From an optimization exercise on the open Yosys and OpenROAD flow, aimed at small area, a short achievable clock period and few clock cycles; shortcuts taken in it are not production practice. In this exercise RTL edits were held to simulation tests only and were not proved equivalent to the original.

## flow/config.mk

```make
export PLATFORM = sky130hd
export DESIGN_NAME = LASER
export DESIGN_NICKNAME = LASER
export VERILOG_FILES = /design/flow/design.v
export SDC_FILE = /design/flow/constraint.sdc
export NUM_CORES = 4
export LEC_CHECK = 0
export ABC_AREA = 1
export CAP_MARGIN = 20
export CORE_MARGIN = 2
export CORE_UTILIZATION = 35
export SETUP_SLACK_MARGIN = 5
export SLEW_MARGIN = 20
```

## flow/constraint.sdc

```tcl
create_clock -name core_clock -period 9.0 [get_ports {CLK}]
set_input_delay 1.8000 -clock core_clock [delete_from_list [all_inputs] [get_ports {CLK}]]
set_output_delay 1.8000 -clock core_clock [all_outputs]
set_load 0.01 [all_outputs]
```

## flow/design.v

```verilog
`timescale 1ps/1ps
module LASER (
	input CLK,
	input RST,
	input [3:0] X,
	input [3:0] Y,
	output reg [3:0] C1X,
	output reg [3:0] C1Y,
	output reg [3:0] C2X,
	output reg [3:0] C2Y,
	output reg DONE
);
localparam ST_LOAD = 3'd0, ST_ROWS = 3'd1, ST_SREFR = 3'd2, ST_SROWS = 3'd3, ST_REFR = 3'd4;
reg [2:0] State;
reg [3:0] SPX, SPY;            
reg [5:0] CNT;                
reg [3:0] ROW;
reg [6:0] ITER;
reg S;                        
reg [5:0] Max_Cover;
reg [3:0] Max_X, Max_Y;
reg TERM;
reg [159:0] PX, PY;
reg [39:0]  PF;               
wire refresh = (State == ST_REFR) || (State == ST_SREFR);
wire [3:0] FXSEL = (State == ST_SREFR) ? SPX : Max_X;
wire [39:0] M [0:15];
wire [39:0] FT;               
reg  [159:0] CLS;             
wire [3:0] yN;                
wire [159:0] PYN = {PY[155:0], (State == ST_LOAD) ? Y : PY[159:156]};
function TT(input [15:0] t, input integer k);
	TT = (k < 0) ? 1'b0 : (k > 15) ? 1'b1 : t[k];
endfunction
function GE7(input [6:0] a, input [6:0] b);
	reg g, e; integer i;
	begin
		g = 1'b0; e = 1'b1;
		for (i = 6; i >= 0; i = i - 1) begin
			g = g | (e & a[i] & ~b[i]);
			e = e & ~(a[i] ^ b[i]);
		end
		GE7 = g | e;
	end
endfunction
genvar gi, gx;
generate
for (gi = 0; gi < 40; gi = gi + 1) begin : g_pt
	wire [3:0] px = PX[4*gi +: 4];
	wire [3:0] pyn = PYN[4*gi +: 4];
	wire [4:0] d = {1'b0, pyn} - {1'b0, yN};
	always @(posedge CLK)
		CLS[4*gi +: 4] <= {(d == 5'd4) || (d == 5'h1c), (d == 5'd3) || (d == 5'h1d),
		                   (d == 5'd1) || (d == 5'd2) || (d == 5'h1f) || (d == 5'h1e),
		                   (d == 5'd0)};
	wire r4 = CLS[4*gi];
	wire r3 = CLS[4*gi+1];
	wire r2 = CLS[4*gi+2];
	wire r0 = CLS[4*gi+3];
	wire [15:0] t;
	for (gx = 0; gx < 16; gx = gx + 1) begin : g_t
		assign t[gx] = (px <= gx);
	end
	wire [15:0] raw;
	for (gx = 0; gx < 16; gx = gx + 1) begin : g_x
		assign raw[gx] =
			(r4 & TT(t, gx+4) & ~TT(t, gx-5)) | (r3 & TT(t, gx+3) & ~TT(t, gx-4)) |
			(r2 & TT(t, gx+2) & ~TT(t, gx-3)) | (r0 & TT(t, gx) & ~TT(t, gx-1));
		assign M[gx][gi] = PF[gi] | raw[gx];
	end
	assign FT[gi] = raw[FXSEL];
end
endgenerate
reg [5:0] COVC [0:15];
generate
for (gx = 0; gx < 16; gx = gx + 1) begin : g_pc
	wire [5:0] c;
	LASER_pc40 u_pc (.clk(CLK), .b(M[gx]), .s(c));
	always @(posedge CLK) begin
		COVC[gx] <= c;
	end
end
endgenerate
wire [15:0] k1, k3, k7, k10;
generate
for (gx = 0; gx < 16; gx = gx + 1) begin : g_k
	assign k10[gx] = (COVC[gx] <= 6'd3);
	assign k7[gx]  = (COVC[gx] > 6'd3) && (COVC[gx] <= 6'd10);
	assign k3[gx]  = (COVC[gx] > 6'd10) && (COVC[gx] <= 6'd20);
	assign k1[gx]  = (COVC[gx] > 6'd20);
end
endgenerate
function STEP(input [15:0] k1, input [15:0] k3, input [15:0] k7, input [15:0] k10,
              input integer a, input integer b);
	STEP = (b - a == 1)  ? k1[a]  :
	       (b - a == 3)  ? k3[a]  :
	       (b - a == 7)  ? k7[a]  :
	       (b - a == 10) ? k10[a] : 1'b0;
endfunction
wire [15:0] vis;
wire [7:0] ent;               
wire [15:0] rv [8:15];        
assign vis[0] = 1'b1;
genvar ge, gj;
generate
for (gx = 1; gx < 8; gx = gx + 1) begin : g_lo
	wire [7:0] t;
	for (gj = 0; gj < 8; gj = gj + 1) begin : g_t
		assign t[gj] = (gj < gx) ? (vis[gj] & STEP(k1, k3, k7, k10, gj, gx)) : 1'b0;
	end
	assign vis[gx] = |t;
end
for (ge = 8; ge < 16; ge = ge + 1) begin : g_ent
	wire [7:0] t;
	for (gj = 0; gj < 8; gj = gj + 1) begin : g_t
		assign t[gj] = vis[gj] & STEP(k1, k3, k7, k10, gj, ge);
	end
	assign ent[ge-8] = |t;
	for (gx = 0; gx < 16; gx = gx + 1) begin : g_rv
		if (gx < ge) begin : g_z
			assign rv[ge][gx] = 1'b0;
		end else if (gx == ge) begin : g_o
			assign rv[ge][gx] = 1'b1;
		end else begin : g_r
			wire [15:0] u;
			for (gj = 0; gj < 16; gj = gj + 1) begin : g_u
				assign u[gj] = (gj >= ge && gj < gx) ? (rv[ge][gj] & STEP(k1, k3, k7, k10, gj, gx)) : 1'b0;
			end
			assign rv[ge][gx] = |u;
		end
	end
end
for (gx = 8; gx < 16; gx = gx + 1) begin : g_hi
	wire [7:0] t;
	for (ge = 8; ge < 16; ge = ge + 1) begin : g_t
		assign t[ge-8] = (ge <= gx) ? (ent[ge-8] & rv[ge][gx]) : 1'b0;
	end
	assign vis[gx] = |t;
end
endgenerate
reg [5:0]  COVD [0:15];
reg [15:0] VISD;
reg [23:0] GED;               
generate
for (gx = 0; gx < 16; gx = gx + 1) begin : g_cd
	always @(posedge CLK) COVD[gx] <= COVC[gx];
end
for (gx = 0; gx < 4; gx = gx + 1) begin : g_ge
	always @(posedge CLK) begin
		GED[6*gx+0] <= GE7({1'b0, COVC[4*gx+1]}, {1'b0, COVC[4*gx+0]});
		GED[6*gx+1] <= GE7({1'b0, COVC[4*gx+2]}, {1'b0, COVC[4*gx+0]});
		GED[6*gx+2] <= GE7({1'b0, COVC[4*gx+3]}, {1'b0, COVC[4*gx+0]});
		GED[6*gx+3] <= GE7({1'b0, COVC[4*gx+2]}, {1'b0, COVC[4*gx+1]});
		GED[6*gx+4] <= GE7({1'b0, COVC[4*gx+3]}, {1'b0, COVC[4*gx+1]});
		GED[6*gx+5] <= GE7({1'b0, COVC[4*gx+3]}, {1'b0, COVC[4*gx+2]});
	end
end
endgenerate
always @(posedge CLK) VISD <= vis;
wire [6:0] gv [0:3];          
wire [3:0] gp [0:3];
generate
for (gx = 0; gx < 4; gx = gx + 1) begin : g_grp
	localparam [1:0] G = gx;
	wire [3:0] v = VISD[4*gx +: 4];
	wire [5:0] g = GED[6*gx +: 6];
	wire [3:0] w;
	assign w[0] = v[0] & ~(v[1] & g[0]) & ~(v[2] & g[1]) & ~(v[3] & g[2]);
	assign w[1] = v[1] & (~v[0] | g[0]) & ~(v[2] & g[3]) & ~(v[3] & g[4]);
	assign w[2] = v[2] & (~v[0] | g[1]) & (~v[1] | g[3]) & ~(v[3] & g[5]);
	assign w[3] = v[3] & (~v[0] | g[2]) & (~v[1] | g[4]) & (~v[2] | g[5]);
	assign gv[gx] = {|v, ({6{w[0]}} & COVD[4*gx]) | ({6{w[1]}} & COVD[4*gx+1]) |
	                     ({6{w[2]}} & COVD[4*gx+2]) | ({6{w[3]}} & COVD[4*gx+3])};
	assign gp[gx] = {G, w[3] | w[2], w[3] | w[1]};
end
endgenerate
wire r01 = GE7(gv[1], gv[0]);
wire r23 = GE7(gv[3], gv[2]);
wire [6:0] v01 = r01 ? gv[1] : gv[0];
wire [3:0] p01 = r01 ? gp[1] : gp[0];
wire [6:0] v23 = r23 ? gv[3] : gv[2];
wire [3:0] p23 = r23 ? gp[3] : gp[2];
wire rr = GE7(v23, v01);
wire [6:0] tv0 = rr ? v23 : v01;
wire [3:0] tp0 = rr ? p23 : p01;
reg [5:0] RMAXE;
reg [3:0] RPOSE;
always @(posedge CLK) begin
	RMAXE <= tv0[5:0];
	RPOSE <= tp0;
end
reg [3:0] YB, YC, YD, YE;
reg VB, VC, VD, VE;
reg SPB, SPC;                 
always @(posedge CLK) begin
	YB <= ROW; YC <= YB; YD <= YC; YE <= YD;
end
wire upd = VE && GE7({1'b0, RMAXE}, {1'b0, Max_Cover});
wire [3:0] nX = upd ? RPOSE : Max_X;
wire [3:0] nY = upd ? YE : Max_Y;
wire nterm = (S ? ({nY, nX} == {C2Y, C2X}) : ({nY, nX} == {C1Y, C1X})) || (&ITER);
reg  [5:0] BAND [0:15];
reg  [5:0] CNTF;
reg  [15:0] SK;               
reg  FV;                      
wire [5:0] cntf;
LASER_cnt40 u_cntf (.clk(CLK), .b(PF), .s(cntf));
wire pf_chg = (State == ST_LOAD) || refresh;
wire [6:0] lim = {1'b0, Max_Cover} - {1'b0, CNTF};    
wire [15:0] sk;
generate
for (gx = 0; gx < 16; gx = gx + 1) begin : g_band
	wire inwin = ((Y >= gx) ? (Y - gx) : (gx - Y)) <= 4'd4;
	always @(posedge CLK) begin
		if (State == ST_LOAD)
			BAND[gx] <= ((CNT == 6'd0) ? 6'd0 : BAND[gx]) + {5'd0, inwin};
	end
	assign sk[gx] = ~lim[6] && ({1'b0, BAND[gx]} < lim);
end
endgenerate
always @(posedge CLK) begin
	CNTF <= cntf;
	FV <= ~pf_chg;
	SK <= (FV & ~pf_chg) ? sk : 16'd0;
end
wire [15:0] after = ~SK & ~((16'd2 << ROW) - 16'd1);
reg [3:0] nxt;
integer ni;
always @* begin
	nxt = 4'd0;
	for (ni = 15; ni >= 0; ni = ni - 1)
		if (after[ni]) nxt = ni;
end
wire nxt_none = ~|after;
wire guess_at = (State == ST_ROWS) && nxt_none;
wire last_merge = (State == ST_SROWS) && (CNT == 6'd2);
wire check_at = (State == ST_SROWS) && (CNT == 6'd3);
wire miss = check_at && ({Max_Y, Max_X} != {SPY, SPX});
assign yN = (guess_at | miss) ? Max_Y :
            (State == ST_ROWS) ? nxt : (State == ST_SROWS) ? ROW + 4'd1 : 4'd0;
wire [15:0] full;
generate
for (gx = 0; gx < 16; gx = gx + 1) begin : g_full
	assign full[gx] = (COVC[gx] == 6'd40);
end
endgenerate
wire early = VC & ~SPC & (|full);
reg [3:0] xf;
integer fi;
always @* begin
	xf = 4'd0;
	for (fi = 15; fi >= 0; fi = fi - 1)
		if (full[fi]) xf = fi;
end
wire f00 = (X == 4'd0) ? (Y <= 4'd4) :
           (X <= 4'd2) ? (Y <= 4'd3) :
           (X == 4'd3) ? (Y <= 4'd2) :
           (X == 4'd4) ? (Y == 4'd0) : 1'b0;
always @(posedge CLK) begin
	PX <= {PX[155:0], (State == ST_LOAD) ? X : PX[159:156]};
	PY <= PYN;
	if (State == ST_LOAD)
		PF <= {PF[38:0], f00};
	else if (refresh)
		PF <= {FT[38:0], FT[39]};
	else
		PF <= {PF[38:0], PF[39]};
end
always @(posedge CLK or posedge RST) begin
	if (RST) begin
		State <= ST_LOAD;
		CNT <= 0;
		ROW <= 0;
		ITER <= 0;
		S <= 0;
		Max_Cover <= 0;
		{Max_Y, Max_X} <= 0;
		{SPY, SPX} <= 0;
		{C1X, C1Y, C2X, C2Y} <= 0;
		VB <= 0; VC <= 0; VD <= 0; VE <= 0;
		SPB <= 0; SPC <= 0;
		TERM <= 0;
		DONE <= 0;
	end else begin
		VB <= (State == ST_ROWS) || (State == ST_SROWS);
		SPB <= (State == ST_SROWS);
		VC <= VB; VD <= VC; VE <= VD;
		SPC <= SPB;
		if (upd) begin
			Max_Cover <= RMAXE;
			{Max_Y, Max_X} <= {YE, RPOSE};
		end
		DONE <= last_merge & nterm;
		TERM <= last_merge & nterm;
		case (State)
		ST_LOAD: begin
			CNT <= CNT + 1;
			if (CNT == 6'd39) begin
				CNT <= 0;
				State <= ST_ROWS;
				ROW <= 0;
			end
		end
		ST_ROWS: begin
			ROW <= nxt;
			if (nxt_none) begin
				State <= ST_SREFR;
				{SPY, SPX} <= {Max_Y, Max_X};
			end
		end
		ST_SREFR: begin
			CNT <= 0;
			ROW <= 0;
			State <= ST_SROWS;
		end
		ST_SROWS: begin
			ROW <= ROW + 1;
			CNT <= CNT + 1;
			if (last_merge && nterm) begin
				State <= ST_REFR;
				VB <= 0; VC <= 0; VD <= 0; VE <= 0;
			end else if (check_at) begin
				if (miss) begin
					State <= ST_REFR;
					VB <= 0; VC <= 0; VD <= 0; VE <= 0;
				end else begin
					if (S) {C2Y, C2X} <= {Max_Y, Max_X};
					else   {C1Y, C1X} <= {Max_Y, Max_X};
					S <= ~S;
					ITER <= ITER + 1;
					State <= ST_ROWS;
				end
			end
		end
		ST_REFR: begin
			CNT <= 0;
			ROW <= 0;
			if (TERM) begin
				State <= ST_LOAD;
				ITER <= 0;
				S <= 0;
				Max_Cover <= 0;
				{Max_Y, Max_X} <= 0;
				{C1X, C1Y, C2X, C2Y} <= 0;
			end else begin
				if (S) {C2Y, C2X} <= {Max_Y, Max_X};
				else   {C1Y, C1X} <= {Max_Y, Max_X};
				S <= ~S;
				ITER <= ITER + 1;
				State <= ST_ROWS;
			end
		end
		default: State <= ST_LOAD;
		endcase
		if (early) begin
			if (S) {C2Y, C2X} <= {YC, xf};
			else   {C1Y, C1X} <= {YC, xf};
			State <= ST_REFR;
			TERM <= 1'b1;
			DONE <= 1'b1;
			VB <= 0; VC <= 0; VD <= 0; VE <= 0;
		end
	end
end
endmodule
module LASER_pc40 (input clk, input [39:0] b, output [5:0] s);
  wire t1, t2, t3, t4, t5, t6, t7, t8, t9, t10, t11, t12, t13, t14, t15, t16, t17, t18, t19, t20, t21, t22, t23, t24, t25, t26, t27, t28, t29, t30, t31, t32, t33, t34, t35, t36, t37, t38, t39, t40, t41, t42, t43, t44, t45, t46, t47, t48, t49, t50, t51, t52, t53, t54, t55, t56, t57, t58, t59, t60, t61, t62, t63, t64, t65, t66;
  reg q0, q1, q2, q3, q4, q5, q6, q7, q8, q9, q10, q11, q12, q13, q14, q15, q16, q17, q18;
  assign t1 = b[0] ^ b[1] ^ b[2];
  assign t2 = (b[0] & b[1]) | (b[0] & b[2]) | (b[1] & b[2]);
  assign t3 = b[3] ^ b[4] ^ b[5];
  assign t4 = (b[3] & b[4]) | (b[3] & b[5]) | (b[4] & b[5]);
  assign t5 = b[6] ^ b[7] ^ b[8];
  assign t6 = (b[6] & b[7]) | (b[6] & b[8]) | (b[7] & b[8]);
  assign t7 = b[9] ^ b[10] ^ b[11];
  assign t8 = (b[9] & b[10]) | (b[9] & b[11]) | (b[10] & b[11]);
  assign t9 = b[12] ^ b[13] ^ b[14];
  assign t10 = (b[12] & b[13]) | (b[12] & b[14]) | (b[13] & b[14]);
  assign t11 = b[15] ^ b[16] ^ b[17];
  assign t12 = (b[15] & b[16]) | (b[15] & b[17]) | (b[16] & b[17]);
  assign t13 = b[18] ^ b[19] ^ b[20];
  assign t14 = (b[18] & b[19]) | (b[18] & b[20]) | (b[19] & b[20]);
  assign t15 = b[21] ^ b[22] ^ b[23];
  assign t16 = (b[21] & b[22]) | (b[21] & b[23]) | (b[22] & b[23]);
  assign t17 = b[24] ^ b[25] ^ b[26];
  assign t18 = (b[24] & b[25]) | (b[24] & b[26]) | (b[25] & b[26]);
  assign t19 = b[27] ^ b[28] ^ b[29];
  assign t20 = (b[27] & b[28]) | (b[27] & b[29]) | (b[28] & b[29]);
  assign t21 = b[30] ^ b[31] ^ b[32];
  assign t22 = (b[30] & b[31]) | (b[30] & b[32]) | (b[31] & b[32]);
  assign t23 = b[33] ^ b[34] ^ b[35];
  assign t24 = (b[33] & b[34]) | (b[33] & b[35]) | (b[34] & b[35]);
  assign t25 = b[36] ^ b[37] ^ b[38];
  assign t26 = (b[36] & b[37]) | (b[36] & b[38]) | (b[37] & b[38]);
  assign t27 = t1 ^ t3 ^ t5;
  assign t28 = (t1 & t3) | (t1 & t5) | (t3 & t5);
  assign t29 = t7 ^ t9 ^ t11;
  assign t30 = (t7 & t9) | (t7 & t11) | (t9 & t11);
  assign t31 = t13 ^ t15 ^ t17;
  assign t32 = (t13 & t15) | (t13 & t17) | (t15 & t17);
  assign t33 = t19 ^ t21 ^ t23;
  assign t34 = (t19 & t21) | (t19 & t23) | (t21 & t23);
  assign t35 = t2 ^ t4 ^ t6;
  assign t36 = (t2 & t4) | (t2 & t6) | (t4 & t6);
  assign t37 = t8 ^ t10 ^ t12;
  assign t38 = (t8 & t10) | (t8 & t12) | (t10 & t12);
  assign t39 = t14 ^ t16 ^ t18;
  assign t40 = (t14 & t16) | (t14 & t18) | (t16 & t18);
  assign t41 = t20 ^ t22 ^ t24;
  assign t42 = (t20 & t22) | (t20 & t24) | (t22 & t24);
  assign t43 = q0 ^ q1 ^ q2;
  assign t44 = (q0 & q1) | (q0 & q2) | (q1 & q2);
  assign t45 = q3 ^ q4 ^ q5;
  assign t46 = (q3 & q4) | (q3 & q5) | (q4 & q5);
  assign t47 = q6 ^ q7 ^ q8;
  assign t48 = (q6 & q7) | (q6 & q8) | (q7 & q8);
  assign t49 = q9 ^ q10 ^ q11;
  assign t50 = (q9 & q10) | (q9 & q11) | (q10 & q11);
  assign t51 = q12 ^ q13 ^ q14;
  assign t52 = (q12 & q13) | (q12 & q14) | (q13 & q14);
  assign t53 = q15 ^ q16 ^ q17;
  assign t54 = (q15 & q16) | (q15 & q17) | (q16 & q17);
  assign t55 = t44 ^ t46 ^ t47;
  assign t56 = (t44 & t46) | (t44 & t47) | (t46 & t47);
  assign t57 = t48 ^ t50 ^ t52;
  assign t58 = (t48 & t50) | (t48 & t52) | (t50 & t52);
  assign t59 = t55 ^ t49 ^ t51;
  assign t60 = (t55 & t49) | (t55 & t51) | (t49 & t51);
  assign t61 = t56 ^ t57 ^ t53;
  assign t62 = (t56 & t57) | (t56 & t53) | (t57 & t53);
  assign t63 = t60 ^ t61 ^ q18;
  assign t64 = (t60 & t61) | (t60 & q18) | (t61 & q18);
  assign t65 = t62 ^ t58 ^ t54;
  assign t66 = (t62 & t58) | (t62 & t54) | (t58 & t54);
  always @(posedge clk) begin
    q0 <= t27;
    q1 <= t29;
    q2 <= t31;
    q3 <= t33;
    q4 <= t25;
    q5 <= b[39];
    q6 <= t28;
    q7 <= t30;
    q8 <= t32;
    q9 <= t34;
    q10 <= t35;
    q11 <= t37;
    q12 <= t39;
    q13 <= t41;
    q14 <= t26;
    q15 <= t36;
    q16 <= t38;
    q17 <= t40;
    q18 <= t42;
  end
  assign s = {1'b0, t66, t64, t63, t59, t43} + {1'b0, 1'b0, t65, 1'b0, 1'b0, t45};
endmodule
module LASER_cnt40 (input clk, input [39:0] b, output [5:0] s);
  wire t1, t2, t3, t4, t5, t6, t7, t8, t9, t10, t11, t12, t13, t14, t15, t16, t17, t18, t19, t20, t21, t22, t23, t24, t25, t26, t27, t28, t29, t30, t31, t32, t33, t34, t35, t36, t37, t38, t39, t40, t41, t42, t43, t44, t45, t46, t47, t48, t49, t50, t51, t52, t53, t54, t55, t56, t57, t58, t59, t60, t61, t62, t63, t64, t65, t66;
  assign t1 = b[0] ^ b[1] ^ b[2];
  assign t2 = (b[0] & b[1]) | (b[0] & b[2]) | (b[1] & b[2]);
  assign t3 = b[3] ^ b[4] ^ b[5];
  assign t4 = (b[3] & b[4]) | (b[3] & b[5]) | (b[4] & b[5]);
  assign t5 = b[6] ^ b[7] ^ b[8];
  assign t6 = (b[6] & b[7]) | (b[6] & b[8]) | (b[7] & b[8]);
  assign t7 = b[9] ^ b[10] ^ b[11];
  assign t8 = (b[9] & b[10]) | (b[9] & b[11]) | (b[10] & b[11]);
  assign t9 = b[12] ^ b[13] ^ b[14];
  assign t10 = (b[12] & b[13]) | (b[12] & b[14]) | (b[13] & b[14]);
  assign t11 = b[15] ^ b[16] ^ b[17];
  assign t12 = (b[15] & b[16]) | (b[15] & b[17]) | (b[16] & b[17]);
  assign t13 = b[18] ^ b[19] ^ b[20];
  assign t14 = (b[18] & b[19]) | (b[18] & b[20]) | (b[19] & b[20]);
  assign t15 = b[21] ^ b[22] ^ b[23];
  assign t16 = (b[21] & b[22]) | (b[21] & b[23]) | (b[22] & b[23]);
  assign t17 = b[24] ^ b[25] ^ b[26];
  assign t18 = (b[24] & b[25]) | (b[24] & b[26]) | (b[25] & b[26]);
  assign t19 = b[27] ^ b[28] ^ b[29];
  assign t20 = (b[27] & b[28]) | (b[27] & b[29]) | (b[28] & b[29]);
  assign t21 = b[30] ^ b[31] ^ b[32];
  assign t22 = (b[30] & b[31]) | (b[30] & b[32]) | (b[31] & b[32]);
  assign t23 = b[33] ^ b[34] ^ b[35];
  assign t24 = (b[33] & b[34]) | (b[33] & b[35]) | (b[34] & b[35]);
  assign t25 = b[36] ^ b[37] ^ b[38];
  assign t26 = (b[36] & b[37]) | (b[36] & b[38]) | (b[37] & b[38]);
  assign t27 = t1 ^ t3 ^ t5;
  assign t28 = (t1 & t3) | (t1 & t5) | (t3 & t5);
  assign t29 = t7 ^ t9 ^ t11;
  assign t30 = (t7 & t9) | (t7 & t11) | (t9 & t11);
  assign t31 = t13 ^ t15 ^ t17;
  assign t32 = (t13 & t15) | (t13 & t17) | (t15 & t17);
  assign t33 = t19 ^ t21 ^ t23;
  assign t34 = (t19 & t21) | (t19 & t23) | (t21 & t23);
  assign t35 = t2 ^ t4 ^ t6;
  assign t36 = (t2 & t4) | (t2 & t6) | (t4 & t6);
  assign t37 = t8 ^ t10 ^ t12;
  assign t38 = (t8 & t10) | (t8 & t12) | (t10 & t12);
  assign t39 = t14 ^ t16 ^ t18;
  assign t40 = (t14 & t16) | (t14 & t18) | (t16 & t18);
  assign t41 = t20 ^ t22 ^ t24;
  assign t42 = (t20 & t22) | (t20 & t24) | (t22 & t24);
  assign t43 = t27 ^ t29 ^ t31;
  assign t44 = (t27 & t29) | (t27 & t31) | (t29 & t31);
  assign t45 = t33 ^ t25 ^ b[39];
  assign t46 = (t33 & t25) | (t33 & b[39]) | (t25 & b[39]);
  assign t47 = t28 ^ t30 ^ t32;
  assign t48 = (t28 & t30) | (t28 & t32) | (t30 & t32);
  assign t49 = t34 ^ t35 ^ t37;
  assign t50 = (t34 & t35) | (t34 & t37) | (t35 & t37);
  assign t51 = t39 ^ t41 ^ t26;
  assign t52 = (t39 & t41) | (t39 & t26) | (t41 & t26);
  assign t53 = t36 ^ t38 ^ t40;
  assign t54 = (t36 & t38) | (t36 & t40) | (t38 & t40);
  assign t55 = t44 ^ t46 ^ t47;
  assign t56 = (t44 & t46) | (t44 & t47) | (t46 & t47);
  assign t57 = t48 ^ t50 ^ t52;
  assign t58 = (t48 & t50) | (t48 & t52) | (t50 & t52);
  assign t59 = t55 ^ t49 ^ t51;
  assign t60 = (t55 & t49) | (t55 & t51) | (t49 & t51);
  assign t61 = t56 ^ t57 ^ t53;
  assign t62 = (t56 & t57) | (t56 & t53) | (t57 & t53);
  assign t63 = t60 ^ t61 ^ t42;
  assign t64 = (t60 & t61) | (t60 & t42) | (t61 & t42);
  assign t65 = t62 ^ t58 ^ t54;
  assign t66 = (t62 & t58) | (t62 & t54) | (t58 & t54);
  assign s = {1'b0, t66, t64, t63, t59, t43} + {1'b0, 1'b0, t65, 1'b0, 1'b0, t45};
endmodule
```

## flow/run.sh

```bash
#!/bin/bash
# synth_recipe.tcl (not shown) runs the flow's synth.tcl, then flattens the netlist and writes it again
# the make line also repeats each setting of config.mk as NAME=value (left out here)
make -C /OpenROAD-flow-scripts/flow DESIGN_CONFIG=/design/flow/config.mk WORK_HOME=/design/flow/orfs CLKGATE_MAP_FILE= SYNTH_SCRIPT=/design/flow/synth_recipe.tcl finish
```

==> results of run 1 <==
worst paths after layout:
path | depth (start not counted) | end
max in group asynchronous | 3 | ROW[3]$_DFFE_PP0P_
min in group asynchronous | 3 | ITER[3]$_DFFE_PP0P_
min reg2reg | 0 | PY[127]$_DFF_P_
max reg2reg | 29 | CLS[102]$_DFF_P_
max | 29 | CLS[102]$_DFF_P_
min | 0 | PY[127]$_DFF_P_
what timing repair did:
action,CTS,global route
endpoints found under the setup margin,243,233
pin swaps,183,206
endpoints found under the hold margin,0,0
resized for setup,559,329
buffers inserted,146,84
gates cloned,17,3
layout make-up:
cell class | instances | area (um2)
diodes | 7 | 17.5
clock buffers | 200 | 4410
clock inverters | 80 | 1150
fillers | 26600 | 156000
inverters | 2117 | 8030
multi-input cells | 8905 | 60800
flip-flops and latches | 1259 | 26500
well taps | 3533 | 4420
repair buffers | 321 | 3510
repair inverters | 1 | 5.00
per-layer routing:
metal	routed length (um)	vias up	track usage (%)
met5	71	-	0
met3	39300	992	5.77
met2	157000	5763	39.3
li1	-	42900	-
met4	22000	10	12.8
met1	151000	43400	35.0
kinds of logic after synthesis:
kind of cell	count (synthesis)	synth area share, %
flip-flops	1259	28.5
adder cells (fa/ha/maj)	979	18.0
buffers and inverters	2505	10.2
XOR/XNOR	185	1.74
AO/OA/AOI/OAI	2303	16.2
AND/OR/NAND/NOR	5433	25.3
other	1	0.00404
multiplexers	1	0.0108
metrics by stage:
stage / setup WS (ns) / cell area, um2
floorplan: 4.50 / 93200
global placement: 2.65 / 96800
detailed placement: 2.57 / 96800
CTS: 4.55 / 106000
global route: 4.27 / 109000
finish: 4.47 / 109000
registers in the layout (all words and copies together) (netlist names), 24 cells and up:
register	cells
PF	40
PY	160
COVC	96
BAND	90
GED	24
COVD	96
CLS	160
PX	160
layout by cell type (no fill, tap or decap), types with 38 or more instances in the layout:
master and count:
a211oi_1 133, ha_1 261, or2_2 52, nor2_2 109, clkbuf_16 165, o21ai_1 79
a221oi_1 69, o21ai_0 506, a21oi_2 57, nor2_1 1257, fa_2 57, nor3_1 868
buf_4 197, xor2_1 108, dfrtp_1 62, o22ai_1 255, o221ai_1 90, o311ai_0 44
nor4_1 177, a211oi_2 38, a21oi_1 342, a311oi_1 136, nand2_2 53, clkinv_1 42
a31oi_1 102, nand3_1 681, o32ai_1 73, edfxtp_1 90, o211ai_1 71, fa_1 545
dfxtp_1 1083, o31ai_1 64, nand2_1 2020, ha_4 113, nand4_1 83, inv_1 2003
inv_2 51
critical path, delay by kind of cell (launching register included):
family / cells / cell delay, ns
AO/OA/AOI/OAI: 4 / 0.64
XOR/XNOR: 1 / 0.17
adder cells (fa/ha/maj): 3 / 0.55
buffers and inverters: 9 / 1.03
flip-flops: 1 / 0.47
AND/OR/NAND/NOR: 12 / 1.50
==> results.sh, run 1 <==
export IMPL_outcome="complete, no violations"
export IMPL_min_from="PY[123]$_DFF_P_"
export IMPL_initial_core_util_pct=35.1
export IMPL_critPathMaxFanout=7
export IMPL_synthCells=12700
export IMPL_setup_violations=0
export IMPL_hold_buffers=0
export IMPL_synth_enable_flop_cells=90
export IMPL_grt_pass1_vias=85600
export IMPL_fp_dieH_um=519
export IMPL_path_class="reg -> reg"
export IMPL_synth_warnings=8
export IMPL_io_buffers=26
export IMPL_antenna_found_initial=27
export IMPL_max_stage_delay_ns=0.47
export IMPL_fp_coreArea_um2=265000
export IMPL_synth_top_area_share_pct=23.8
export IMPL_seq_area_frac_synth_pct=28.5
export IMPL_place_gp_congestion=1.03
export IMPL_nNetsFinal=13700
export IMPL_drt_wl_total_mm=369
export IMPL_worst_ep_required_time_ns=9.72
export IMPL_cpMaxStageDelayCell="dfrtp_2"
export IMPL_wl_per_cell_um=22.5
export IMPL_hold_slack_ns=0.314
export IMPL_cts_buffers=154
export IMPL_drc=0
export IMPL_fin_tns_setup_ns=0
export IMPL_synth_cell_type_count=78
export IMPL_relSlewSlack_pct=22.2
export IMPL_synth_area_um2=92900
export IMPL_boundaryPins=27
export IMPL_finalCritPeriodShare_pct=50.4
export IMPL_hpwlAfterDp_mm=269
export IMPL_final_max_slew_viol_count=0
export IMPL_rsz0062_at_grt="yes"
export IMPL_grt_pass1_wl_mm=543
export IMPL_synthTopCellsByArea="dfxtp_1, fa_1, nand2_1, inv_1, nor2_1"
export IMPL_track_usage_pct=26.1
export IMPL_hp_class="reg -> reg"
export IMPL_ctsLongestPathBuffers=3
export IMPL_grt_max_degree=132
export IMPL_cts_clk_slew_worst_paths_ns=0.07
export IMPL_overflow=0
export IMPL_clock_latency_ns=0.88
export IMPL_synthArstFlopShare_pct=5.24
export IMPL_dp_cells=15900
export IMPL_yosysMostFrequentCell="nand2_1"
export IMPL_fp_dieW_um=519
export IMPL_drive_gt1_share_pct=10.5
export IMPL_syn_nets=13700
export IMPL_r2r_setup_slack_ns=4.47
export IMPL_cts_root_buf="clkbuf_16"
export IMPL_cts_tree="yes"
export IMPL_critPathLaunch="ROW[0]$_DFFE_PP0P_"
export IMPL_avgSynthCellArea_um2=7.34
export IMPL_fin_cells=16400
export IMPL_ant_nets=0
export IMPL_clkSinkCount=1259
export IMPL_synthTopCellsByCount="nand2_1, inv_1, nor2_1"
export IMPL_hold_viol_final=0
export IMPL_cap_violations=0
export IMPL_synth_seq_cells=1259
export IMPL_rows=189
export IMPL_ys_flop_type="dfxtp_1"
export IMPL_drt_vias_per_instance=5.66
export IMPL_setup_worst_path_start_class="register"
export IMPL_dieArea_um2=270000
export IMPL_synth_area_leader_cell="dfxtp_1"
export IMPL_period_minus_slack_ns=4.53
export IMPL_cp_arrival_ns=5.25
export IMPL_max_freq_mhz=221
export IMPL_dr_pass1_iters=8
export IMPL_fin_skew_ns=0.0960
export IMPL_finish_utilization_pct=41.1
export IMPL_htreeDepth=4
export IMPL_worstMarginPinSlew_ns=1.16
export IMPL_r2r_start="ROW[0]$_DFFE_PP0P_"
export IMPL_vias=93000
export IMPL_dr_first_iter_drc_count=14100
export IMPL_areaGrowthSynthToFinish_pct=17.1
export IMPL_end_kind="register"
Testbench counts, summed over its fixed seeds: cycles 18,944.
==> run 2, diff against run 1 <==
--- a/flow/design.v
+++ b/flow/design.v
@@ -139,30 +139,16 @@
 end
 endgenerate
-reg [5:0]  COVD [0:15];
-reg [15:0] VISD;
-reg [23:0] GED;               
-generate
-for (gx = 0; gx < 16; gx = gx + 1) begin : g_cd
-	always @(posedge CLK) COVD[gx] <= COVC[gx];
-end
-for (gx = 0; gx < 4; gx = gx + 1) begin : g_ge
-	always @(posedge CLK) begin
-		GED[6*gx+0] <= GE7({1'b0, COVC[4*gx+1]}, {1'b0, COVC[4*gx+0]});
-		GED[6*gx+1] <= GE7({1'b0, COVC[4*gx+2]}, {1'b0, COVC[4*gx+0]});
-		GED[6*gx+2] <= GE7({1'b0, COVC[4*gx+3]}, {1'b0, COVC[4*gx+0]});
-		GED[6*gx+3] <= GE7({1'b0, COVC[4*gx+2]}, {1'b0, COVC[4*gx+1]});
-		GED[6*gx+4] <= GE7({1'b0, COVC[4*gx+3]}, {1'b0, COVC[4*gx+1]});
-		GED[6*gx+5] <= GE7({1'b0, COVC[4*gx+3]}, {1'b0, COVC[4*gx+2]});
-	end
-end
-endgenerate
-always @(posedge CLK) VISD <= vis;
 wire [6:0] gv [0:3];          
-wire [3:0] gp [0:3];
+wire [1:0] gp [0:3];
 generate
 for (gx = 0; gx < 4; gx = gx + 1) begin : g_grp
-	localparam [1:0] G = gx;
-	wire [3:0] v = VISD[4*gx +: 4];
-	wire [5:0] g = GED[6*gx +: 6];
+	wire [3:0] v = vis[4*gx +: 4];
+	wire [5:0] g;             
+	assign g[0] = GE7({1'b0, COVC[4*gx+1]}, {1'b0, COVC[4*gx+0]});
+	assign g[1] = GE7({1'b0, COVC[4*gx+2]}, {1'b0, COVC[4*gx+0]});
+	assign g[2] = GE7({1'b0, COVC[4*gx+3]}, {1'b0, COVC[4*gx+0]});
+	assign g[3] = GE7({1'b0, COVC[4*gx+2]}, {1'b0, COVC[4*gx+1]});
+	assign g[4] = GE7({1'b0, COVC[4*gx+3]}, {1'b0, COVC[4*gx+1]});
+	assign g[5] = GE7({1'b0, COVC[4*gx+3]}, {1'b0, COVC[4*gx+2]});
 	wire [3:0] w;
 	assign w[0] = v[0] & ~(v[1] & g[0]) & ~(v[2] & g[1]) & ~(v[3] & g[2]);
@@ -170,23 +156,31 @@
 	assign w[2] = v[2] & (~v[0] | g[1]) & (~v[1] | g[3]) & ~(v[3] & g[5]);
 	assign w[3] = v[3] & (~v[0] | g[2]) & (~v[1] | g[4]) & (~v[2] | g[5]);
-	assign gv[gx] = {|v, ({6{w[0]}} & COVD[4*gx]) | ({6{w[1]}} & COVD[4*gx+1]) |
-	                     ({6{w[2]}} & COVD[4*gx+2]) | ({6{w[3]}} & COVD[4*gx+3])};
-	assign gp[gx] = {G, w[3] | w[2], w[3] | w[1]};
+	assign gv[gx] = {|v, ({6{w[0]}} & COVC[4*gx]) | ({6{w[1]}} & COVC[4*gx+1]) |
+	                     ({6{w[2]}} & COVC[4*gx+2]) | ({6{w[3]}} & COVC[4*gx+3])};
+	assign gp[gx] = {w[3] | w[2], w[3] | w[1]};
 end
 endgenerate
-wire r01 = GE7(gv[1], gv[0]);
-wire r23 = GE7(gv[3], gv[2]);
-wire [6:0] v01 = r01 ? gv[1] : gv[0];
-wire [3:0] p01 = r01 ? gp[1] : gp[0];
-wire [6:0] v23 = r23 ? gv[3] : gv[2];
-wire [3:0] p23 = r23 ? gp[3] : gp[2];
+reg [6:0] GVD [0:3];
+reg [1:0] GPD [0:3];
+generate
+for (gx = 0; gx < 4; gx = gx + 1) begin : g_gd
+	always @(posedge CLK) begin
+		GVD[gx] <= gv[gx];
+		GPD[gx] <= gp[gx];
+	end
+end
+endgenerate
+wire r01 = GE7(GVD[1], GVD[0]);
+wire r23 = GE7(GVD[3], GVD[2]);
+wire [6:0] v01 = r01 ? GVD[1] : GVD[0];
+wire [3:0] p01 = r01 ? {2'd1, GPD[1]} : {2'd0, GPD[0]};
+wire [6:0] v23 = r23 ? GVD[3] : GVD[2];
+wire [3:0] p23 = r23 ? {2'd3, GPD[3]} : {2'd2, GPD[2]};
 wire rr = GE7(v23, v01);
-wire [6:0] tv0 = rr ? v23 : v01;
-wire [3:0] tp0 = rr ? p23 : p01;
 reg [5:0] RMAXE;
 reg [3:0] RPOSE;
 always @(posedge CLK) begin
-	RMAXE <= tv0[5:0];
-	RPOSE <= tp0;
+	RMAXE <= rr ? v23[5:0] : v01[5:0];
+	RPOSE <= rr ? p23 : p01;
 end
 reg [3:0] YB, YC, YD, YE;
@@ -200,43 +194,10 @@
 wire [3:0] nY = upd ? YE : Max_Y;
 wire nterm = (S ? ({nY, nX} == {C2Y, C2X}) : ({nY, nX} == {C1Y, C1X})) || (&ITER);
-reg  [5:0] BAND [0:15];
-reg  [5:0] CNTF;
-reg  [15:0] SK;               
-reg  FV;                      
-wire [5:0] cntf;
-LASER_cnt40 u_cntf (.clk(CLK), .b(PF), .s(cntf));
-wire pf_chg = (State == ST_LOAD) || refresh;
-wire [6:0] lim = {1'b0, Max_Cover} - {1'b0, CNTF};    
-wire [15:0] sk;
-generate
-for (gx = 0; gx < 16; gx = gx + 1) begin : g_band
-	wire inwin = ((Y >= gx) ? (Y - gx) : (gx - Y)) <= 4'd4;
-	always @(posedge CLK) begin
-		if (State == ST_LOAD)
-			BAND[gx] <= ((CNT == 6'd0) ? 6'd0 : BAND[gx]) + {5'd0, inwin};
-	end
-	assign sk[gx] = ~lim[6] && ({1'b0, BAND[gx]} < lim);
-end
-endgenerate
-always @(posedge CLK) begin
-	CNTF <= cntf;
-	FV <= ~pf_chg;
-	SK <= (FV & ~pf_chg) ? sk : 16'd0;
-end
-wire [15:0] after = ~SK & ~((16'd2 << ROW) - 16'd1);
-reg [3:0] nxt;
-integer ni;
-always @* begin
-	nxt = 4'd0;
-	for (ni = 15; ni >= 0; ni = ni - 1)
-		if (after[ni]) nxt = ni;
-end
-wire nxt_none = ~|after;
-wire guess_at = (State == ST_ROWS) && nxt_none;
+wire guess_at = (State == ST_ROWS) && (ROW == 4'd15);
 wire last_merge = (State == ST_SROWS) && (CNT == 6'd2);
 wire check_at = (State == ST_SROWS) && (CNT == 6'd3);
 wire miss = check_at && ({Max_Y, Max_X} != {SPY, SPX});
 assign yN = (guess_at | miss) ? Max_Y :
-            (State == ST_ROWS) ? nxt : (State == ST_SROWS) ? ROW + 4'd1 : 4'd0;
+            ((State == ST_ROWS) || (State == ST_SROWS)) ? ROW + 4'd1 : 4'd0;
 wire [15:0] full;
 generate
@@ -303,6 +264,6 @@
 		end
 		ST_ROWS: begin
-			ROW <= nxt;
-			if (nxt_none) begin
+			ROW <= ROW + 1;
+			if (ROW == 4'd15) begin
 				State <= ST_SREFR;
 				{SPY, SPX} <= {Max_Y, Max_X};
@@ -456,72 +417,2 @@
   assign s = {1'b0, t66, t64, t63, t59, t43} + {1'b0, 1'b0, t65, 1'b0, 1'b0, t45};
 endmodule
-module LASER_cnt40 (input clk, input [39:0] b, output [5:0] s);
-  wire t1, t2, t3, t4, t5, t6, t7, t8, t9, t10, t11, t12, t13, t14, t15, t16, t17, t18, t19, t20, t21, t22, t23, t24, t25, t26, t27, t28, t29, t30, t31, t32, t33, t34, t35, t36, t37, t38, t39, t40, t41, t42, t43, t44, t45, t46, t47, t48, t49, t50, t51, t52, t53, t54, t55, t56, t57, t58, t59, t60, t61, t62, t63, t64, t65, t66;
-  assign t1 = b[0] ^ b[1] ^ b[2];
-  assign t2 = (b[0] & b[1]) | (b[0] & b[2]) | (b[1] & b[2]);
-  assign t3 = b[3] ^ b[4] ^ b[5];
-  assign t4 = (b[3] & b[4]) | (b[3] & b[5]) | (b[4] & b[5]);
-  assign t5 = b[6] ^ b[7] ^ b[8];
-  assign t6 = (b[6] & b[7]) | (b[6] & b[8]) | (b[7] & b[8]);
-  assign t7 = b[9] ^ b[10] ^ b[11];
-  assign t8 = (b[9] & b[10]) | (b[9] & b[11]) | (b[10] & b[11]);
-  assign t9 = b[12] ^ b[13] ^ b[14];
-  assign t10 = (b[12] & b[13]) | (b[12] & b[14]) | (b[13] & b[14]);
-  assign t11 = b[15] ^ b[16] ^ b[17];
-  assign t12 = (b[15] & b[16]) | (b[15] & b[17]) | (b[16] & b[17]);
-  assign t13 = b[18] ^ b[19] ^ b[20];
-  assign t14 = (b[18] & b[19]) | (b[18] & b[20]) | (b[19] & b[20]);
-  assign t15 = b[21] ^ b[22] ^ b[23];
-  assign t16 = (b[21] & b[22]) | (b[21] & b[23]) | (b[22] & b[23]);
-  assign t17 = b[24] ^ b[25] ^ b[26];
-  assign t18 = (b[24] & b[25]) | (b[24] & b[26]) | (b[25] & b[26]);
-  assign t19 = b[27] ^ b[28] ^ b[29];
-  assign t20 = (b[27] & b[28]) | (b[27] & b[29]) | (b[28] & b[29]);
-  assign t21 = b[30] ^ b[31] ^ b[32];
-  assign t22 = (b[30] & b[31]) | (b[30] & b[32]) | (b[31] & b[32]);
-  assign t23 = b[33] ^ b[34] ^ b[35];
-  assign t24 = (b[33] & b[34]) | (b[33] & b[35]) | (b[34] & b[35]);
-  assign t25 = b[36] ^ b[37] ^ b[38];
-  assign t26 = (b[36] & b[37]) | (b[36] & b[38]) | (b[37] & b[38]);
-  assign t27 = t1 ^ t3 ^ t5;
-  assign t28 = (t1 & t3) | (t1 & t5) | (t3 & t5);
-  assign t29 = t7 ^ t9 ^ t11;
-  assign t30 = (t7 & t9) | (t7 & t11) | (t9 & t11);
-  assign t31 = t13 ^ t15 ^ t17;
-  assign t32 = (t13 & t15) | (t13 & t17) | (t15 & t17);
-  assign t33 = t19 ^ t21 ^ t23;
-  assign t34 = (t19 & t21) | (t19 & t23) | (t21 & t23);
-  assign t35 = t2 ^ t4 ^ t6;
-  assign t36 = (t2 & t4) | (t2 & t6) | (t4 & t6);
-  assign t37 = t8 ^ t10 ^ t12;
-  assign t38 = (t8 & t10) | (t8 & t12) | (t10 & t12);
-  assign t39 = t14 ^ t16 ^ t18;
-  assign t40 = (t14 & t16) | (t14 & t18) | (t16 & t18);
-  assign t41 = t20 ^ t22 ^ t24;
-  assign t42 = (t20 & t22) | (t20 & t24) | (t22 & t24);
-  assign t43 = t27 ^ t29 ^ t31;
-  assign t44 = (t27 & t29) | (t27 & t31) | (t29 & t31);
-  assign t45 = t33 ^ t25 ^ b[39];
-  assign t46 = (t33 & t25) | (t33 & b[39]) | (t25 & b[39]);
-  assign t47 = t28 ^ t30 ^ t32;
-  assign t48 = (t28 & t30) | (t28 & t32) | (t30 & t32);
-  assign t49 = t34 ^ t35 ^ t37;
-  assign t50 = (t34 & t35) | (t34 & t37) | (t35 & t37);
-  assign t51 = t39 ^ t41 ^ t26;
-  assign t52 = (t39 & t41) | (t39 & t26) | (t41 & t26);
-  assign t53 = t36 ^ t38 ^ t40;
-  assign t54 = (t36 & t38) | (t36 & t40) | (t38 & t40);
-  assign t55 = t44 ^ t46 ^ t47;
-  assign t56 = (t44 & t46) | (t44 & t47) | (t46 & t47);
-  assign t57 = t48 ^ t50 ^ t52;
-  assign t58 = (t48 & t50) | (t48 & t52) | (t50 & t52);
-  assign t59 = t55 ^ t49 ^ t51;
-  assign t60 = (t55 & t49) | (t55 & t51) | (t49 & t51);
-  assign t61 = t56 ^ t57 ^ t53;
-  assign t62 = (t56 & t57) | (t56 & t53) | (t57 & t53);
-  assign t63 = t60 ^ t61 ^ t42;
-  assign t64 = (t60 & t61) | (t60 & t42) | (t61 & t42);
-  assign t65 = t62 ^ t58 ^ t54;
-  assign t66 = (t62 & t58) | (t62 & t54) | (t58 & t54);
-  assign s = {1'b0, t66, t64, t63, t59, t43} + {1'b0, 1'b0, t65, 1'b0, 1'b0, t45};
-endmodule
==> run 2 against run 1 <==
Setup slack gained 0.61 ns. Area after synthesis shrank 13%. Final cell count is 13% lower. Sequential share of layout area down 0.26 points. Clock skew is 0.041 ns lower. Non-clock buffer count fell by 258. Routed wire length is 16% lower. Synthesized cell count down 10%. Critical path type unchanged. Largest cell class unchanged.
==> results.sh, run 2 <==
export IMPL_outcome="complete, no violations"
export IMPL_critPathMaxFanout=10
export IMPL_seq_area_um2=21300
export IMPL_syn_nets=12200
export IMPL_nNetsFinal=12000
export IMPL_synth_top_area_share_pct=24.2
export IMPL_synthTopCellsByCount="inv_1, nand2_1, nor2_1"
export IMPL_cts_root_buf="clkbuf_16"
export IMPL_drc=0
export IMPL_fp_dieH_um=485
export IMPL_layout_common_cells="inv_1, nand2_1, nor2_1, dfxtp_1, nor3_1"
export IMPL_max_freq_mhz=255
export IMPL_avgSynthCellArea_um2=7.12
export IMPL_cts_clk_slew_worst_paths_ns=0.07
export IMPL_worstMarginPinSlew_ns=1.15
export IMPL_dp_cells=14100
export IMPL_hp_class="reg -> reg"
export IMPL_dr_pass1_iters=10
export IMPL_hpwlAfterDp_mm=240
export IMPL_synth_cell_type_count=76
export IMPL_stdcell_area_um2=88400
export IMPL_drive_gt1_share_pct=3.24
export IMPL_io_buffers=26
export IMPL_vias=82500
export IMPL_dieArea_um2=235000
export IMPL_setup_worst_path_start_class="register"
export IMPL_fp_coreArea_um2=230000
export IMPL_yosysMostFrequentCell="inv_1"
export IMPL_synthTopCellsByArea="dfxtp_1, fa_1, inv_1, nand2_1, nor2_1"
export IMPL_final_max_slew_viol_count=0
export IMPL_overflow=0
export IMPL_synth_enable_flop_cells=0
export IMPL_fillers=23600
export IMPL_cts_tree="yes"
export IMPL_finalCritPeriodShare_pct=43.5
export IMPL_period_minus_slack_ns=3.92
export IMPL_fin_ws_ns=5.08
export IMPL_r2r_setup_slack_ns=5.08
export IMPL_initial_core_util_pct=35.2
export IMPL_fin_tns_setup_ns=0
export IMPL_hold_viol_final=0
export IMPL_dpl_worst_slack_ns=4.73
export IMPL_areaGrowthSynthToFinish_pct=9.09
export IMPL_multi_input_area_um2=51100
export IMPL_cts_buffers=118
export IMPL_fin_skew_ns=0.0553
export IMPL_reg_largest_list="CLS x160, PX x160, PY x160"
export IMPL_antenna_found_initial=7
export IMPL_setup_violations=0
export IMPL_seq_area_frac_synth_pct=26.3
export IMPL_synth_area_um2=81000
export IMPL_dpl_instance_area_um2=84100
export IMPL_cap_violations=0
export IMPL_min_from="YD[0]$_DFF_P_"
export IMPL_relSlewSlack_pct=21.3
export IMPL_grt_pass1_vias=75400
export IMPL_wl_per_cell_um=21.6
export IMPL_synth_seq_cells=1047
export IMPL_hold_buffers=0
export IMPL_synthArstFlopShare_pct=6.30
export IMPL_drt_vias_per_instance=5.75
export IMPL_rows=176
export IMPL_critPathLaunch="PX[15]$_DFF_P_"
export IMPL_ctsLongestPathBuffers=3
export IMPL_hold_slack_ns=0.324
export IMPL_clock_latency_ns=0.81
export IMPL_grt_max_degree=149
export IMPL_synthCells=11400
export IMPL_end_kind="register"
export IMPL_cp_arrival_ns=4.58
export IMPL_rsz0062_at_grt="yes"
export IMPL_r2r_start="PX[15]$_DFF_P_"
export IMPL_track_usage_pct=25.4
export IMPL_boundaryPins=27
export IMPL_synth_warnings=8
export IMPL_place_gp_congestion=1.04
export IMPL_grt_pass1_wl_mm=470
export IMPL_fp_dieW_um=485
export IMPL_htreeDepth=3
export IMPL_path_class="reg -> reg"
export IMPL_worst_ep_required_time_ns=9.66
export IMPL_ys_flop_type="dfxtp_1"
export IMPL_synth_area_leader_cell="dfxtp_1"
export IMPL_clkSinkCount=1047
export IMPL_final_common_cell="inv_1"
export IMPL_finish_utilization_pct=38.4
export IMPL_drt_wl_total_mm=310
export IMPL_ant_nets=0
export IMPL_fin_cells=14300
export IMPL_dr_first_iter_drc_count=13000
-- run 2: changes by cell type after synthesis, sizes merged, moves of 101 or more --
cell / delta
ha: -138
nor2: -160
dfxtp: -122
o21ai: -101
inv: -178
nand2: -209
-- run 2: cell type report --
type	instances	area share, %
Inverter	1972	8.40
Clock buffer	154	3.79
Clock inverter	65	0.903
Multi-Input combinational cell	8007	57.8
Sequential cell	1047	24.1
Tap cell	3026	4.28
Antenna cell	4	0.0113
Timing Repair Buffer	63	0.680
-- run 2: cells by family (layout without fill, tap and decap cells) --
family	count (synthesis)	in the layout	synth area share, %
buf+inv	2330	2254	10.9
fa+ha+maj	807	807	17.7
xor+xnor	143	143	1.55
mux	2	2	0.0278
compound gates	2132	2132	17.2
flops	1047	1047	26.3
other cells	1	5	0.00463
simple gates	4921	4922	26.3
-- run 2: per-layer routing --
| layer | wire length (um) | GRT usage [%] |
|---|---|---|
| met1 | 129000 | 34.8 |
| met2 | 130000 | 38.3 |
| met3 | 33800 | 5.36 |
| met4 | 17600 | 11.8 |
| met5 | 46 | 0 |
-- run 2: path summary, 6_finish.rpt --
| kind | end | cells past startpoint |
|---|---|---|
| max in group asynchronous | VC$_DFF_PP0_ | 3 |
| min reg2reg | YE[0]$_DFF_P_ | 0 |
| min in group asynchronous | Max_Cover[0]$_DFF_PP0_ | 2 |
| max reg2reg | g_pc[6].u_pc.q0$_DFF_P_ | 7 |
| max | g_pc[6].u_pc.q0$_DFF_P_ | 7 |
| min | YE[0]$_DFF_P_ | 0 |
-- run 2: worst max-delay path, stage by stage (launching register included) --
cell and delay (ns):
dfxtp_1 0.55, clkinv_1 0.36, nor2_1 0.41, nor3_1 0.08, a2111oi_0 0.94, nand2_1 0.32
fa_1 0.69, fa_1 0.43
-- run 2: timing repair --
| item | CTS | global route |
|---|---|---|
| pin swaps | 1 | 2 |
| buffers inserted | 0 | 4 |
| endpoints found under the setup margin | 141 | 206 |
| gates resized for setup | 5 | 25 |
| gates cloned | 1 | 0 |
Testbench counts of run 2, summed over its fixed seeds: cycles 19,951.
==> run 3, diff against run 2 <==
--- a/flow/design.v
+++ b/flow/design.v
@@ -178,23 +178,25 @@
 wire [3:0] p23 = r23 ? {2'd3, GPD[3]} : {2'd2, GPD[2]};
 wire rr = GE7(v23, v01);
-reg [5:0] RMAXE;
-reg [3:0] RPOSE;
-always @(posedge CLK) begin
-	RMAXE <= rr ? v23[5:0] : v01[5:0];
-	RPOSE <= rr ? p23 : p01;
-end
-reg [3:0] YB, YC, YD, YE;
-reg VB, VC, VD, VE;
+wire [5:0] RMAXE = rr ? v23[5:0] : v01[5:0];
+wire [3:0] RPOSE = rr ? p23 : p01;
+reg [3:0] YB, YC, YD;
+reg VB, VC, VD;
 reg SPB, SPC;                 
 always @(posedge CLK) begin
-	YB <= ROW; YC <= YB; YD <= YC; YE <= YD;
+	YB <= ROW; YC <= YB; YD <= YC;
 end
-wire upd = VE && GE7({1'b0, RMAXE}, {1'b0, Max_Cover});
+wire [3:0] ug;
+generate
+for (gx = 0; gx < 4; gx = gx + 1) begin : g_ug
+	assign ug[gx] = GVD[gx][6] & GE7({1'b0, GVD[gx][5:0]}, {1'b0, Max_Cover});
+end
+endgenerate
+wire upd = VD && (|ug);
 wire [3:0] nX = upd ? RPOSE : Max_X;
-wire [3:0] nY = upd ? YE : Max_Y;
+wire [3:0] nY = upd ? YD : Max_Y;
 wire nterm = (S ? ({nY, nX} == {C2Y, C2X}) : ({nY, nX} == {C1Y, C1X})) || (&ITER);
 wire guess_at = (State == ST_ROWS) && (ROW == 4'd15);
-wire last_merge = (State == ST_SROWS) && (CNT == 6'd2);
-wire check_at = (State == ST_SROWS) && (CNT == 6'd3);
+wire last_merge = (State == ST_SROWS) && (CNT == 6'd1);
+wire check_at = (State == ST_SROWS) && (CNT == 6'd2);
 wire miss = check_at && ({Max_Y, Max_X} != {SPY, SPX});
 assign yN = (guess_at | miss) ? Max_Y :
@@ -239,5 +241,5 @@
 		{SPY, SPX} <= 0;
 		{C1X, C1Y, C2X, C2Y} <= 0;
-		VB <= 0; VC <= 0; VD <= 0; VE <= 0;
+		VB <= 0; VC <= 0; VD <= 0;
 		SPB <= 0; SPC <= 0;
 		TERM <= 0;
@@ -246,9 +248,9 @@
 		VB <= (State == ST_ROWS) || (State == ST_SROWS);
 		SPB <= (State == ST_SROWS);
-		VC <= VB; VD <= VC; VE <= VD;
+		VC <= VB; VD <= VC;
 		SPC <= SPB;
 		if (upd) begin
 			Max_Cover <= RMAXE;
-			{Max_Y, Max_X} <= {YE, RPOSE};
+			{Max_Y, Max_X} <= {YD, RPOSE};
 		end
 		DONE <= last_merge & nterm;
@@ -280,9 +282,9 @@
 			if (last_merge && nterm) begin
 				State <= ST_REFR;
-				VB <= 0; VC <= 0; VD <= 0; VE <= 0;
+				VB <= 0; VC <= 0; VD <= 0;
 			end else if (check_at) begin
 				if (miss) begin
 					State <= ST_REFR;
-					VB <= 0; VC <= 0; VD <= 0; VE <= 0;
+					VB <= 0; VC <= 0; VD <= 0;
 				end else begin
 					if (S) {C2Y, C2X} <= {Max_Y, Max_X};
@@ -320,5 +322,5 @@
 			TERM <= 1'b1;
 			DONE <= 1'b1;
-			VB <= 0; VC <= 0; VD <= 0; VE <= 0;
+			VB <= 0; VC <= 0; VD <= 0;
 		end
 	end
==> run 3 against run 2 <==
Hold slack improved by 0.0016 ns. Still clean. Synthesized cell count up 0.99%. Clock-buffer cell count up 3. Flip-flop and latch count decreased by 15. Cell area up 1.4%. Setup slack better by 0.043 ns. Clock skew is 0.0057 ns higher. First-iteration DRC count shrank 7.8%. Via count up 1.7%. Sequential share of layout area shrank 0.68 points.
==> results.sh, run 3 <==
export IMPL_fp_coreArea_um2=232000
export IMPL_final_max_slew_viol_count=0
export IMPL_fp_dieH_um=486
export IMPL_antenna_found_initial=21
export IMPL_synth_area_um2=81400
export IMPL_reg_largest_list="CLS x160, PX x160, PY x160"
export IMPL_io_buffers=26
export IMPL_cts_buffers=121
export IMPL_cts_clk_slew_worst_paths_ns=0.06
export IMPL_setup_worst_path_start_class="register"
export IMPL_end_kind="register"
export IMPL_r2r_setup_slack_ns=5.12
export IMPL_synthArstFlopShare_pct=6.30
export IMPL_areaGrowthSynthToFinish_pct=10.1
export IMPL_cap_violations=0
export IMPL_boundaryPins=27
export IMPL_place_gp_congestion=1.02
export IMPL_relSlewSlack_pct=25.8
export IMPL_htreeDepth=3
export IMPL_nNetsFinal=12200
export IMPL_final_common_cell="nand2_1"
export IMPL_track_usage_pct=26.3
export IMPL_grt_pass1_wl_mm=483
export IMPL_hold_buffers=0
export IMPL_synth_top_area_share_pct=23.8
export IMPL_drt_vias_per_instance=5.78
export IMPL_drt_wl_total_mm=325
export IMPL_dr_pass1_iters=9
export IMPL_dieArea_um2=237000
export IMPL_grt_pass1_vias=76600
export IMPL_cts_tree="yes"
export IMPL_ys_flop_type="dfxtp_1"
export IMPL_seq_area_frac_synth_pct=25.8
export IMPL_ant_nets=0
export IMPL_drive_gt1_share_pct=3.90
export IMPL_worstMarginPinSlew_ns=1.08
export IMPL_drc=0
export IMPL_yosysMostFrequentCell="nand2_1"
export IMPL_synthTopCellsByCount="nand2_1, inv_1, nor2_1"
export IMPL_wl_per_cell_um=22.4
export IMPL_rows=177
export IMPL_synthCells=11500
export IMPL_clock_latency_ns=0.83
export IMPL_synth_seq_cells=1032
export IMPL_synth_area_leader_cell="dfxtp_1"
export IMPL_outcome="complete, no violations"
export IMPL_finalCritPeriodShare_pct=43.1
export IMPL_dr_first_iter_drc_count=12000
export IMPL_setup_violations=0
export IMPL_fp_dieW_um=486
export IMPL_fin_skew_ns=0.0610
export IMPL_hpwlAfterDp_mm=249
export IMPL_synth_enable_flop_cells=0
export IMPL_fin_tns_setup_ns=0
export IMPL_cp_arrival_ns=4.53
export IMPL_rsz0062_at_grt="yes"
export IMPL_max_freq_mhz=258
export IMPL_synth_warnings=8
export IMPL_clkSinkCount=1032
export IMPL_stdcell_area_um2=89600
export IMPL_synth_cell_type_count=74
export IMPL_vias=83900
export IMPL_cts_root_buf="clkbuf_16"
export IMPL_syn_nets=12300
export IMPL_ctsLongestPathBuffers=3
export IMPL_worst_ep_required_time_ns=9.66
export IMPL_grt_max_degree=170
export IMPL_avgSynthCellArea_um2=7.08
export IMPL_period_minus_slack_ns=3.88
export IMPL_dpl_instance_area_um2=84500
export IMPL_synthTopCellsByArea="dfxtp_1, fa_1, nand2_1, inv_1, nor2_1"
export IMPL_hold_viol_final=0
export IMPL_hp_class="reg -> reg"
export IMPL_initial_core_util_pct=35.1
export IMPL_critPathMaxFanout=13
export IMPL_path_class="reg -> reg"
export IMPL_layout_common_cells="nand2_1, inv_1, nor2_1, dfxtp_1, nor3_1"
export IMPL_overflow=0
[run 3: changes by cell type after synthesis, sizes merged, moves of 20 or more]
cell	previous run	this run
o21ai	510	543
a31oi	112	85
nand2	1881	1934
nor2	1222	1289
a2111oi	19	62
inv	1889	1918
a21oi	390	343
clkbuf	299	332
clkinv	83	63
nand4	104	69
[run 3: timing repair]
item                                    in CTS  in global routing
endpoints found under the setup margin     215                225
cloned                                       1                  5
gates resized for setup                     39                 46
pin swaps                                    2                  4
buffers inserted                             2                 25
[run 3: layout make-up]
type / instances / area (um2)
multi-input cells: 8107 / 51800
clock buffers: 157 / 3380
flip-flops and latches: 1032 / 21000
diodes: 6 / 15.0
fillers: 23900 / 142000
inverters: 1981 / 7470
repair buffers: 101 / 1180
well taps: 3043 / 3810
clock inverters: 72 / 983
[run 3: worst max-delay path, cell delays in order, from the launching register on]
cell       delay [ns]
dfxtp_1          0.52
nor2_1           0.47
inv_1            0.19
nor2_1           0.21
inv_1            0.08
nor2_1           0.28
nor3_1           0.09
a2111oi_0        0.65
nand2_1          0.21
fa_1             0.55
fa_1             0.48
[run 3: final timing paths]
kind	startpoint	to	depth (start not counted)
max	PX[39]$_DFF_P_	g_pc[5].u_pc.q1$_DFF_P_	10
min	YB[2]$_DFF_P_	YC[2]$_DFF_P_	0
max reg2reg	PX[39]$_DFF_P_	g_pc[5].u_pc.q1$_DFF_P_	10
min reg2reg	YB[2]$_DFF_P_	YC[2]$_DFF_P_	0
max in group asynchronous	RST	C2X[3]$_DFF_PP0_	3
min in group asynchronous	RST	SPY[1]$_DFFE_PP0P_	3
[run 3: metal layers]
layer / GRT usage (%) / up-vias / part of all wire [%] / wire length [um]
li1: - / 38400 / - / -
met1: 35.7 / 39100 / 41 / 133000
met2: 39.9 / 5442 / 42 / 138000
met3: 4.63 / 910 / 10 / 33500
met4: 13.4 / 6 / 6.3 / 20400
met5: 0 / - / 0.011 / 36
[run 3: logic make-up (layout without fill, tap and decap cells)]
family / Yosys count / count (layout) / synth area share [%]
flip-flops: 1032 / 1032 / 25.8
adder cells (fa/ha/maj): 811 / 811 / 17.7
AO/OA/AOI/OAI: 2148 / 2148 / 17.5
buffers and inverters: 2358 / 2311 / 10.9
XOR/XNOR: 136 / 136 / 1.46
other: 1 / 7 / 0.00461
multiplexers: 3 / 3 / 0.0369
AND/OR/NAND/NOR: 5007 / 5008 / 26.6
[run 3: per-stage QoR]
step                      setup WS, ns  hold slack, ns  cells  utilization (%)
final                             5.12           0.326  14500             38.7
after floorplan                   4.65           0.310  11500                -
after global placement            3.96           0.312  14200             36.5
after global routing              4.99           0.329  14500             38.6
after detailed placement          3.87           0.312  14200             36.5
after CTS                         5.00           0.327  14500             38.4
Testbench counts of run 3, summed over its fixed seeds: cycles 19,488.

==> what the ideal ports hide <==
Ports are ideal in the flow. The routed layouts listed here were re-timed in OpenROAD.
Step 1, drivers: a clkbuf_16 drives CLK and a buf_2 each remaining input, both assumed.
Step 2, shift: input delay + t, output delay - t, t = (earliest + latest rising clock arrival at the registers) / 2. This alone moves slack from input paths to output paths.
Slacks: ideal ports / drivers / drivers and shift; pairs: ideal ports / drivers.
| run | t, ns | setup WS [ns] | hold slack, ns | cell pins on the clock port's net |
|---|---|---|---|---|
| run 1 | 0.933 | 4.467 / 4.467 / 4.445 | 0.314 / 0.314 / 0.314 | 1 |
| run 2 | 0.879 | 5.081 / 5.081 / 4.811 | 0.324 / 0.324 / 0.324 | 1 |
| run 3 | 0.893 | 5.124 / 5.108 / 4.336 | 0.326 / 0.326 / 0.326 | 1 |
After both steps setup and hold are still met in every run listed. The setup slack of run 3, which loses most, moves by -0.016 ns with the drivers and by -0.788 ns with both steps.
